Background: an optimization exercise with open tools, aiming at small area and a short achievable clock period. Do not read the settings as production practice. At most, simulation tests tie the RTL to the original design; equivalence was not proved. Power figures rest on the tool's default switching activity, not on a simulated workload.

==> tundra: inputs <==
// top
module top #(
    parameter DATA_WIDTH = 32,
    parameter INSTR_WIDTH = 32,
    parameter ADDR_WIDTH = 32,
    parameter MEM_ADDR_WIDTH = 17,
    parameter REG_DATA_WIDTH = 5,
    parameter OFFSET = 4
) (
    input   logic                       clk,
    input   logic                       rst,
    output  logic [ADDR_WIDTH-1:0]      imem_addr,
    input   logic [INSTR_WIDTH-1:0]     imem_rdata,
    output  logic [MEM_ADDR_WIDTH-1:0]  dmem_addr,
    output  logic [DATA_WIDTH-1:0]      dmem_wdata,
    output  logic [2:0]                 dmem_size,
    output  logic                       dmem_we,
    output  logic                       dmem_re,
    input   logic [DATA_WIDTH-1:0]      dmem_rdata,
    output  logic [DATA_WIDTH-1:0]      a0
);
==> flow/config.mk <==
export PLATFORM = sky130hd
export DESIGN_NAME = top
export DESIGN_NICKNAME = top
export VERILOG_FILES = /design/flow/design.v
export SDC_FILE = /design/flow/constraint.sdc
export NUM_CORES = 4
export LEC_CHECK = 0
export CAP_MARGIN = 20
export CORE_MARGIN = 2
export CORE_UTILIZATION = 40
export SLEW_MARGIN = 20
==> flow/constraint.sdc <==
create_clock -name core_clock -period 10.0 [get_ports {clk}]
set_input_delay 2.0000 -clock core_clock [delete_from_list [all_inputs] [get_ports {clk}]]
set_output_delay 2.0000 -clock core_clock [all_outputs]
set_load 0.01 [all_outputs]
standard.sh (not shown) runs the stock make flow with config.mk's settings and CLKGATE_MAP_FILE= SYNTH_SCRIPT=/design/flow/synth_recipe.tcl, a recipe that flattens the netlist after the stock synthesis.
==> flow/flow/run.sh <==
#!/bin/bash
export SETUP_SLACK_MARGIN=6.0
export CTS_ARGS="-sink_clustering_enable -repair_clock_nets -dont_use_dummy_load -sink_clustering_size 25 -sink_clustering_max_diameter 100"
bash standard.sh > standard.log 2>&1
==> inputs of cedar, as changes to tundra <==
--- a/flow/design.v
+++ b/flow/design.v
@@ -22,22 +22,22 @@
     logic [31:0] instrD;
     logic        validD;
     logic        regWriteE, loadE, storeE, jumpE;
     logic        beqE, bneE, bltE, bgeE, bltuE, bgeuE;
     logic        jalrE, subE;
     logic        rAddE, rAndE, rOrE, rBE, rSltE, rSllE, rSrlE;
-    logic        aFwdE, bImmE, bFwdE, bRegE, wdFwdE;
+    logic        aFwdE, bImmE, bFwdE, bFwdNE, bRegE, wdFwdE;
+    logic        cRR, cMR, cRM, cMM;
     logic [31:0] rd1E, rd2E, immE;
-    logic [4:0]  rdE, shamtE;
-    logic        shFwdE;
+    logic [4:0]  rdE;
     logic [2:0]  sizeE;
     logic        regWriteM, loadM, storeM;
     logic [31:0] aluM, wdataM;
     logic [4:0]  rdM;
     logic [2:0]  sizeM;
-    logic        weW, a0W, a0W2, a0W3, w10M, w10E, w10M2;
+    logic        weW, a0W, a0Wn;
     logic [31:0] resW;
     logic [4:0]  rdW;
     logic [31:1][31:0] rf;
     logic        stall, redirect;
     logic [31:0] target;
     assign imem_addr = pc;
@@ -166,18 +166,17 @@
         end
     end
     logic goE;
     assign goE = validD && !redirect && !stall;
     always_ff @(posedge clk or posedge rst) begin
         if (rst) begin
-            regWriteE <= 1'b0; loadE <= 1'b0; storeE <= 1'b0; jumpE <= 1'b0; w10E <= 1'b0;
+            regWriteE <= 1'b0; loadE <= 1'b0; storeE <= 1'b0; jumpE <= 1'b0;
             beqE <= 1'b0; bneE <= 1'b0; bltE <= 1'b0; bgeE <= 1'b0;
             bltuE <= 1'b0; bgeuE <= 1'b0;
         end else begin
             regWriteE <= goE & regWriteD;
-            w10E      <= goE & regWriteD & (rdD == 5'd10);
             loadE     <= goE & isLd;
             storeE    <= goE & isSt;
             jumpE     <= goE & isJump;
             beqE      <= goE & isBr & (f3 == 3'b000);
             bneE      <= goE & isBr & (f3 == 3'b001);
             bltE      <= goE & isBr & (f3 == 3'b100);
@@ -197,64 +196,71 @@
         rBE    <= dB;
         rSltE  <= dSlt;
         rSllE  <= dSll;
         rSrlE  <= dSrl;
         aFwdE  <= fA_M;
         bImmE  <= useImm;
-        bFwdE  <= !useImm && !isJump && fB_M;
+        bFwdE  <= !useImm && !isJump && fB_M && !dSub;
+        bFwdNE <= !useImm && !isJump && fB_M && dSub;
         bRegE  <= !useImm && (isJump || !fB_M);
         wdFwdE <= fB_M;
+        cRR    <= !fA_M && !fB_M;
+        cMR    <=  fA_M && !fB_M;
+        cRM    <= !fA_M &&  fB_M;
+        cMM    <=  fA_M &&  fB_M;
         rd1E   <= (fA_W && !isJalr) ? resM : r1;
-        rd2E   <= isJump ? pc : (fB_W ? resM : r2);
-        immE   <= immDec;
+        rd2E   <= (isJump ? pc : (fB_W ? resM : r2)) ^ {32{dSub}};
+        immE   <= immDec ^ {32{dSub}};
         rdE    <= rdD;
-        shamtE <= useImm ? immI[4:0] : (fB_W ? resM[4:0] : r2[4:0]);
-        shFwdE <= !useImm && fB_M;
         sizeE  <= sizeD;
     end
     logic [31:0] srcA, srcB, wdataE;
     assign srcA   = aFwdE ? aluM : rd1E;
-    assign srcB   = ({32{bImmE}} & immE) | ({32{bFwdE}} & aluM) | ({32{bRegE}} & rd2E);
+    assign srcB   = ({32{bImmE}} & immE) | ({32{bFwdE}} & aluM)
+                  | ({32{bFwdNE}} & ~aluM) | ({32{bRegE}} & rd2E);
     assign wdataE = wdFwdE ? aluM : rd2E;
-    logic [4:0] shamt;
-    assign shamt = shFwdE ? aluM[4:0] : shamtE;
     logic [32:0] sum;
-    assign sum = {1'b0, srcA} + {1'b0, srcB ^ {32{subE}}} + {32'b0, subE};
+    assign sum = {1'b0, srcA} + {1'b0, srcB} + {32'b0, subE};
     logic eq, ltu, lts, ltLow;
-    assign eq    = (srcA == wdataE);
-    assign ltLow = (srcA[30:0] < wdataE[30:0]);
+    logic eqRR, eqMR, eqRM, ltRR, ltMR, ltRM;
+    assign eqRR = (rd1E == rd2E);
+    assign eqMR = (aluM == rd2E);
+    assign eqRM = (rd1E == aluM);
+    assign ltRR = (rd1E[30:0] < rd2E[30:0]);
+    assign ltMR = (aluM[30:0] < rd2E[30:0]);
+    assign ltRM = (rd1E[30:0] < aluM[30:0]);
+    assign eq    = (cRR & eqRR) | (cMR & eqMR) | (cRM & eqRM) | cMM;
+    assign ltLow = (cRR & ltRR) | (cMR & ltMR) | (cRM & ltRM);
     assign ltu   = (srcA[31] ^ wdataE[31]) ? wdataE[31] : ltLow;
     assign lts   = (srcA[31] ^ wdataE[31]) ? srcA[31]   : ltLow;
     logic [31:0] shIn, shOut, shRev;
     always_comb begin
         for (int i = 0; i < 32; i++) shIn[i] = rSllE ? srcA[31-i] : srcA[i];
         shOut = shIn >> srcB[4:0];
         for (int i = 0; i < 32; i++) shRev[i] = shOut[31-i];
     end
     logic slt;
-    assign slt = (srcA[31] ^ srcB[31]) ? srcA[31] : sum[31];
+    assign slt = (srcA[31] ^ srcB[31] ^ subE) ? srcA[31] : sum[31];
     logic [31:0] aluE, aluOther;
     assign aluOther = ({32{rAndE}} & (srcA & srcB))
                     | ({32{rOrE}}  & (srcA | srcB))
                     | ({32{rBE}}   & srcB)
-                    | ({32{rSllE}} & (srcA << shamt))
-                    | ({32{rSrlE}} & (srcA >> shamt))
-                    | ({32{rSltE}} & {31'b0, slt});
+                    | ({32{rSltE}} & {31'b0, slt})
+                    | ({32{rSllE}} & (srcA << srcB[4:0]))
+                    | ({32{rSrlE}} & (srcA >> srcB[4:0]));
     assign aluE = rAddE ? sum[31:0] : aluOther;
     assign redirect = jumpE
                     | (beqE  &  eq)  | (bneE  & !eq)
                     | (bltE  &  lts) | (bgeE  & !lts)
                     | (bltuE &  ltu) | (bgeuE & !ltu);
     assign target = (jalrE ? rd1E : pc) + immE;
     always_ff @(posedge clk or posedge rst) begin
         if (rst) begin
-            regWriteM <= 1'b0; loadM <= 1'b0; storeM <= 1'b0; w10M <= 1'b0; w10M2 <= 1'b0;
+            regWriteM <= 1'b0; loadM <= 1'b0; storeM <= 1'b0;
         end else begin
             regWriteM <= regWriteE; loadM <= loadE; storeM <= storeE;
-            w10M      <= regWriteE && rdE == 5'd10;
-            w10M2     <= w10E;
         end
     end
     always_ff @(posedge clk) begin
         aluM   <= aluE;
         wdataM <= wdataE;
         rdM    <= rdE;
@@ -264,26 +270,24 @@
     assign dmem_wdata = wdataM;
     assign dmem_size  = sizeM;
     assign dmem_we    = storeM;
     assign dmem_re    = loadM;
     always_ff @(posedge clk or posedge rst) begin
         if (rst) begin
-            weW <= 1'b0; a0W <= 1'b0; a0W2 <= 1'b0; a0W3 <= 1'b0;
+            weW <= 1'b0; a0W <= 1'b0; a0Wn <= 1'b1;
         end else begin
             weW <= regWriteM && rdM != 5'd0;
             a0W  <= regWriteM && rdM == 5'd10;
-            a0W2 <= w10M;
-            a0W3 <= w10M2;
+            a0Wn <= !(regWriteM && rdM == 5'd10);
         end
     end
     always_ff @(posedge clk) begin
         resW <= resM;
         rdW  <= rdM;
     end
     always_ff @(posedge clk) begin
         for (int i = 1; i < 32; i++)
             if (weW && rdW == i[4:0]) rf[i] <= resW;
     end
-    assign a0[10:0]  = a0W  ? resW[10:0]  : rf[10][10:0];
-    assign a0[21:11] = a0W2 ? resW[21:11] : rf[10][21:11];
-    assign a0[31:22] = a0W3 ? resW[31:22] : rf[10][31:22];
+    assign a0[15:0]  = a0W  ? resW[15:0]  : rf[10][15:0];
+    assign a0[31:16] = a0Wn ? rf[10][31:16] : resW[31:16];
 endmodule
==> flow/flow/run.sh (replaced) <==
#!/bin/bash
export SETUP_SLACK_MARGIN=6.5
export CTS_ARGS="-sink_clustering_enable -repair_clock_nets -dont_use_dummy_load -sink_clustering_size 25 -sink_clustering_max_diameter 100"
bash standard.sh > standard.log 2>&1
==> summary.txt <==
	tundra	cedar
Core Area	158600 µm²	160600 µm²
Detail-routed net length per standard cell	41.50 µm	41.40 µm
Met2 track utilization from global routing	0.5557	0.5663
Area share of xor/xnor cells in the synthesized design	0.01821	0.02274
Run status	finished clean	finished clean
Wl on met1	109.1 mm	113.0 mm
Share of synthesized area spent on multiplexers	0.04850	0.03886
Synthesized netlist cell count	5568	5626
Number of sinks handled by clock tree synthesis	1310	1305
Post-Syn Area	63900 µm²	64710 µm²
FF-to-FF path depth	12	16
Minimum clock period	4.240 ns	4.238 ns
Footprint of the multi-input gates	26070 µm²	28220 µm²
Total met2 wirelength after detailed routing	133.8 mm	138.6 mm
Cell variety after synth	89	88
Number of rows in the core area	146	147
Slew at the pin closest to its max-slew limit	1.176 ns	1.286 ns
Clock network area share	0.02292	0.02010
Worst Setup SP	instrD[24]	a0Wn
Fraction of the mapped netlist area in compound gates	0.1954	0.2079
Routed wire length	323.2 mm	334.4 mm
Sequential-cell power consumption	7.39 mW	7.29 mW
Mean Syn Cell Area	11.48 µm²	11.50 µm²
Clock edge transition at the registers on the reported setup and hold paths	0.10 ns	0.11 ns
Function not checked in cedar: the RTL went through the layout flow alone.

afterwards: timing with drivers on the ports:
In the flow no input, the clock included, has a driving cell. The finished layouts below were timed again as built, in two steps. Step 1 (the two cells are an assumption about what drives the block):
set clk [get_ports {clk}]
set_driving_cell -lib_cell sky130_fd_sc_hd__clkbuf_16 $clk
set_driving_cell -lib_cell sky130_fd_sc_hd__buf_2 [delete_from_list [all_inputs] $clk]
Step 2 also shifts input and output timing later by t, the mid clock arrival at the registers, as if the neighbouring blocks saw the same clock. Three values: no drivers, after step 1, after step 2; two values: the first two.
run	t (ns)	setup slack, ns	worst setup path after step 2	clock arrival spread, ns
tundra	0.785	5.760 / 5.758 / 5.392	input to register	0.104 / 0.105
cedar	0.800	5.762 / 5.679 / 5.794	input to register	0.122 / 0.122
After both steps every run listed still meets setup and hold. For tundra, which loses most, drivers alone change the setup slack by -0.002 ns; drivers and shift together by -0.368 ns.
